This design comes from an exercise in tuning for small area on the open sky130 flow, not from production work.
In this exercise RTL edits were held to simulation tests only and were not proved equivalent to the original.
The clock port is modelled as an ideal driver; clocking choices that lean on that would not hold on a real chip.
Power figures rest on the tool's default switching activity, not on a simulated workload.

==> flow/design.v <==
`timescale 1ns / 1ns
module lcd_cntrl_top #(
    parameter int DATA_WIDTH = 8,
    parameter int INSTR_WIDTH = 10,
    parameter int PRESCALER_WIDTH = 16
) (
    input clk_i,
    input rst_ni,
    input        [11:0] haddr_i,
    input        [ 1:0] htrans_i,
    input        [31:0] hwdata_i,
    input               hwrite_i,
    output logic [31:0] hrdata_o,
    output logic        hready_out_o,
    output logic        hresp_o,
    input  [DATA_WIDTH-1:0] data_in_i,
    output logic [DATA_WIDTH-1:0] data_out_o,
    output logic                  data_oe_o,
    output logic                  rs_o,
    output logic                  rwb_o,
    output logic                  e_o
);
  logic        a_ok;     
  logic [ 1:0] a_idx;    
  logic        a_wr;     
  logic        err;      
  logic        err1;     
  logic        phy_en;
  logic [ 9:0] instr;
  logic        valid;
  logic [15:0] presc;
  logic [ 7:0] rdata;
  logic        phy_ready;
  logic        addr_hi;
  logic        invalid_trans;
  assign addr_hi       = |haddr_i[11:4];
  assign invalid_trans = htrans_i[1] & (addr_hi |
                         ((haddr_i[3:0] == 4'h4) & hwrite_i & !phy_ready));
  assign hresp_o      = err;
  assign hready_out_o = !err1;
  always_ff @(posedge clk_i) begin
    if (!rst_ni) begin
      a_ok <= 1'b0;
      err  <= 1'b0;
      err1 <= 1'b0;
    end else begin
      if (htrans_i[1]) a_ok <= !addr_hi & (haddr_i[1:0] == 2'b00);
      err1 <= !err & invalid_trans;
      err  <= err1 | (!err & invalid_trans);
    end
  end
  always_ff @(posedge clk_i) begin
    if (htrans_i[1]) begin
      a_idx <= haddr_i[3:2];
      a_wr  <= hwrite_i;
    end else begin
      a_wr  <= 1'b0;
    end
  end
  logic wsel, rsel;
  assign wsel = a_ok & a_wr & !err;
  assign rsel = a_ok & !a_wr & !err;
  always_ff @(posedge clk_i) begin
    if (!rst_ni) begin
      phy_en <= 1'b0;
    end else if (wsel && a_idx == 2'd0) begin
      phy_en <= hwdata_i[0];
    end
  end
  always_ff @(posedge clk_i) begin
    if (!rst_ni) begin
      instr <= '0;
      valid <= 1'b0;
    end else if (valid) begin
      valid <= 1'b0;
    end else if (wsel && a_idx == 2'd1) begin
      instr <= hwdata_i[9:0];
      valid <= 1'b1;
    end
  end
  always_ff @(posedge clk_i) begin
    if (!rst_ni) begin
      presc <= 16'd10;
    end else if (wsel && a_idx == 2'd3) begin
      presc <= hwdata_i[15:0];
    end
  end
  always_comb begin
    hrdata_o = 32'h0;
    if (rsel) begin
      case (a_idx)
        2'd0: hrdata_o[1:0] = {phy_ready, phy_en};
        2'd1: hrdata_o[9:0] = instr;
        2'd2: hrdata_o[7:0] = rdata;
        2'd3: hrdata_o[15:0] = presc;
      endcase
    end
  end
  localparam logic [2:0] S_IDLE = 3'd0;
  localparam logic [2:0] S_AF   = 3'd1;   
  localparam logic [2:0] S_ADDR = 3'd2;
  localparam logic [2:0] S_WD   = 3'd3;
  localparam logic [2:0] S_RD   = 3'd4;
  localparam logic [2:0] S_CAP  = 3'd5;
  localparam logic [2:0] S_EH   = 3'd6;
  logic [ 2:0] state;
  logic [ 5:0] cnt;
  logic [15:0] pcnt;
  logic        piv;       
  logic [ 7:0] wdata;
  logic        adv;
  assign phy_ready = piv & phy_en;
  assign adv       = valid & phy_ready;
  logic        term;
  logic [ 5:0] cnt_ld;
  assign term = (cnt == 6'd0);
  always_comb begin
    case (state)
      S_ADDR:  cnt_ld = rwb_o ? 6'd36 : 6'd45;
      S_RD:    cnt_ld = 6'd9;
      S_WD:    cnt_ld = 6'd55;
      S_CAP:   cnt_ld = 6'd55;
      default: cnt_ld = 6'd6;
    endcase
  end
  logic [16:0] pinc;
  logic        tick, clr;
  assign pinc = {1'b0, pcnt} + 17'd1;
  assign tick = (pinc == {1'b0, presc});
  assign clr  = (state == S_IDLE) | term;
  always_ff @(posedge clk_i) begin
    if (clr) begin
      cnt  <= cnt_ld;
      pcnt <= '0;
    end else if (tick) begin
      cnt  <= cnt - 6'd1;
      pcnt <= '0;
    end else begin
      pcnt <= pinc[15:0];
    end
  end
  always_ff @(posedge clk_i or negedge rst_ni) begin
    if (!rst_ni) begin
      state <= S_IDLE;
    end else begin
      case (state)
        S_IDLE:  if (adv) state <= S_AF;
        S_AF:    state <= S_ADDR;
        S_ADDR:  if (term) state <= rwb_o ? S_RD : S_WD;
        S_WD:    if (term) state <= S_EH;
        S_RD:    if (term) state <= S_CAP;
        S_CAP:   if (term) state <= S_EH;
        S_EH:    if (term) state <= adv ? S_AF : S_IDLE;
        default: state <= S_IDLE;
      endcase
    end
  end
  always_ff @(posedge clk_i or negedge rst_ni) begin
    if (!rst_ni) begin
      piv <= 1'b1;
    end else if (adv) begin
      piv <= 1'b0;
    end else if (state == S_EH && cnt == 6'd1) begin
      piv <= 1'b1;
    end
  end
  always_ff @(posedge clk_i) begin
    if (state == S_AF) wdata <= instr[7:0];
  end
  always_ff @(posedge clk_i or negedge rst_ni) begin
    if (!rst_ni) begin
      rs_o       <= 1'b0;
      rwb_o      <= 1'b0;
      e_o        <= 1'b0;
      data_out_o <= '0;
      data_oe_o  <= 1'b0;
    end else begin
      if (state == S_AF) {rs_o, rwb_o} <= instr[9:8];
      e_o <= (state == S_WD) | (state == S_RD) | (state == S_CAP);
      if (state == S_WD) data_out_o <= wdata;
      if (state == S_IDLE || state == S_RD) data_oe_o <= 1'b0;
      else if (state == S_WD) data_oe_o <= 1'b1;
    end
  end
  always_ff @(posedge clk_i or negedge rst_ni) begin
    if (!rst_ni) begin
      rdata <= '0;
    end else if ((state == S_RD && term) || (state == S_CAP && !term)) begin
      rdata <= data_in_i;
    end
  end
endmodule
==> flow/config.mk <==
export PLATFORM = sky130hd
export DESIGN_NAME = lcd_cntrl_top
export DESIGN_NICKNAME = lcd_cntrl_top
export VERILOG_FILES = /design/flow/design.v
export SDC_FILE = /design/flow/constraint.sdc
export NUM_CORES = 4
export LEC_CHECK = 0
export CAP_MARGIN = 20
export CORE_MARGIN = 2
export CORE_UTILIZATION = 65
export PLACE_DENSITY = 0.75
export SLEW_MARGIN = 20
==> flow/constraint.sdc <==
create_clock -name core_clock -period 10.0 [get_ports {clk_i}]
set_input_delay 2.0000 -clock core_clock [delete_from_list [all_inputs] [get_ports {clk_i}]]
set_output_delay 2.0000 -clock core_clock [all_outputs]
set_load 0.01 [all_outputs]
standard.sh (not shown) runs the stock make flow with config.mk's settings and CLKGATE_MAP_FILE= SYNTH_SCRIPT=/design/flow/synth_recipe.tcl, a recipe that flattens the netlist after the stock synthesis.
==> flow/flow/run.sh <==
#!/bin/bash
# The standard layout (standard.sh, unchanged synthesis) with three changes:
#  - ports are buffered with the smallest buffer (buf_1);
#  - the clock is distributed by four clock buffers, one per group of nearby
#    registers, inserted before CTS (flow/cts_pre.tcl), so TritonCTS adds none;
#  - constant outputs share one tie cell.
set -euo pipefail
export BUFFER_PORTS_ARGS="-buffer_cell sky130_fd_sc_hd__buf_1"
export PRE_CTS_TCL="$PWD/flow/cts_pre.tcl"
export CLK_GROUPS=4
export CLK_BUF=sky130_fd_sc_hd__buf_12
export CTS_ARGS="-sink_clustering_enable -dont_use_dummy_load"
export SKIP_REPAIR_TIE_FANOUT=1
bash standard.sh > standard_flow.log 2>&1
==> flow/flow/cts_pre.tcl <==
# Clock distribution: split the clock sinks into NGRP groups by position and
# drive each group from its own clock buffer placed at the group's centre; the
# clock port drives only these buffers. TritonCTS then finds the clock net
# already buffered and leaves it alone.
set ngrp [expr {[info exists ::env(CLK_GROUPS)] ? $::env(CLK_GROUPS) : 4}]
set bcell [expr {[info exists ::env(CLK_BUF)] ? $::env(CLK_BUF) : "sky130_fd_sc_hd__buf_12"}]
set block [ord::get_db_block]
set net [$block findNet clk_i]
set items {}
foreach it [$net getITerms] {
  set inst [$it getInst]
  set loc [$inst getLocation]
  lappend items [list [lindex $loc 0] [lindex $loc 1] "[$inst getName]/[[$it getMTerm] getName]"]
}
proc split_groups {items n} {
  if {$n <= 1 || [llength $items] < 2} { return [list $items] }
  set xs [lmap i $items {lindex $i 0}]; set ys [lmap i $items {lindex $i 1}]
  set dx [expr {[tcl::mathfunc::max {*}$xs] - [tcl::mathfunc::min {*}$xs]}]
  set dy [expr {[tcl::mathfunc::max {*}$ys] - [tcl::mathfunc::min {*}$ys]}]
  set k [expr {$dx >= $dy ? 0 : 1}]
  set s [lsort -integer -index $k $items]
  set h [expr {[llength $s] / 2}]
  set n1 [expr {$n / 2}]
  return [concat [split_groups [lrange $s 0 [expr {$h - 1}]] $n1] [split_groups [lrange $s $h end] [expr {$n - $n1}]]]
}
set dbu [$block getDbUnitsPerMicron]
set g 0
foreach grp [split_groups $items $ngrp] {
  set sx 0; set sy 0; set pins {}
  foreach i $grp { set sx [expr {$sx + [lindex $i 0]}]; set sy [expr {$sy + [lindex $i 1]}]; lappend pins [get_pins [lindex $i 2]] }
  set cx [expr {$sx / double([llength $grp]) / $dbu}]; set cy [expr {$sy / double([llength $grp]) / $dbu}]
  insert_buffer -buffer_cell $bcell -net clk_i -load_pins $pins -location [list $cx $cy] -buffer_name clkbuf_g$g -net_name clk_g$g
  puts "clock group $g: [llength $grp] sinks, buffer at $cx $cy"
  incr g
}
==> next run, changes <==
==> flow/flow/run.sh (replaced) <==
#!/bin/bash
# The standard layout (standard.sh) with these changes:
#  - synthesis is the standard flow's (synth_recipe.tcl, ORFS synth.tcl), except that ABC maps
#    the combinational logic with an area-oriented script (flow/abc_area.script);
#    flip-flop mapping, names and everything else are unchanged;
#  - ports are buffered with the smallest buffer (buf_1);
#  - the clock is distributed by four clock buffers, one per group of nearby
#    registers, inserted before CTS (flow/cts_pre.tcl), so TritonCTS adds none;
#  - constant outputs share one tie cell.
set -euo pipefail
W=$PWD
sed "s#^source \$::env(SCRIPTS_DIR)/synth_preamble.tcl\$#&\nset abc_args [lreplace \$abc_args 1 1 $W/flow/abc_area.script]#" \
  "$FLOW_HOME/scripts/synth.tcl" > "$W/flow_orfs_synth.tcl"
grep -q "abc_area.script" "$W/flow_orfs_synth.tcl"
sed "s#^source \$::env(SCRIPTS_DIR)/synth.tcl\$#source $W/flow_orfs_synth.tcl#" synth_recipe.tcl > "$W/flow_synth.tcl"
grep -q "flow_orfs_synth.tcl" "$W/flow_synth.tcl"
sed "s#SYNTH_SCRIPT=[^ ]*#SYNTH_SCRIPT=$W/flow_synth.tcl#" standard.sh > "$W/flow_standard.sh"
grep -q "flow_synth.tcl" "$W/flow_standard.sh"
export BUFFER_PORTS_ARGS="-buffer_cell sky130_fd_sc_hd__buf_1"
export PRE_CTS_TCL="$W/flow/cts_pre.tcl"
export CLK_GROUPS=4
export CLK_BUF=sky130_fd_sc_hd__buf_12
export CTS_ARGS="-sink_clustering_enable -dont_use_dummy_load"
export SKIP_REPAIR_TIE_FANOUT=1
bash "$W/flow_standard.sh" > flow_standard.log 2>&1
==> flow/flow/abc_area.script (new file) <==
strash; dch -f; amap -F 4 -A 4; topo; stime -c
--- a/flow/flow/cts_pre.tcl
+++ b/flow/flow/cts_pre.tcl
@@ -34,2 +34,7 @@
   incr g
 }
+# Keep TritonCTS from rebuilding these nets.
+set skip [list clk_i]
+foreach it [[$block findNet clk_i] getITerms] { lappend skip [[[[$it getInst] findITerm X] getNet] getName] }
+puts "CTS skips: $skip"
+set_cts_config -skip_nets $skip
The changed run ran to the end with no violations.
Clock power decreases by 54%.
Critical path depth increases by 1.
Final cell count decreases by 9.5%.
Die area decreases by 14%.

==> static timing again, ports no longer ideal <==
In the flow no input, the clock included, has a driving cell. The finished layouts below were timed again as built, in two steps.
Step 1 assumes that a clkbuf_16 drives the clock port and a buf_2 every other input.
Step 2 adds t to the input delays and takes it off the output delays; t is the mean of the earliest and latest rising clock arrival at the registers after step 1. Input paths then give back, and output paths get back, about the clock's delay inside the block.
a / b / c = ideal / step 1 / step 2; a / b = the first two.
| run | shift t [ns] | slack for setup (ns) | clock arrival spread, ns | worst register clock-pin slew, ns | worst data-port slew with drivers (ns) |
|---|---|---|---|---|---|
| the first run | 0.635 | 5.601 / 5.568 / 6.203 | 0.016 / 0.016 | 0.09 / 0.09 | 0.04 |
| the second run | 0.204 | 5.832 / 5.750 / 5.918 | 0.008 / 0.008 | 0.09 / 0.09 | 0.04 |
After both steps setup and hold are still met in every run listed.
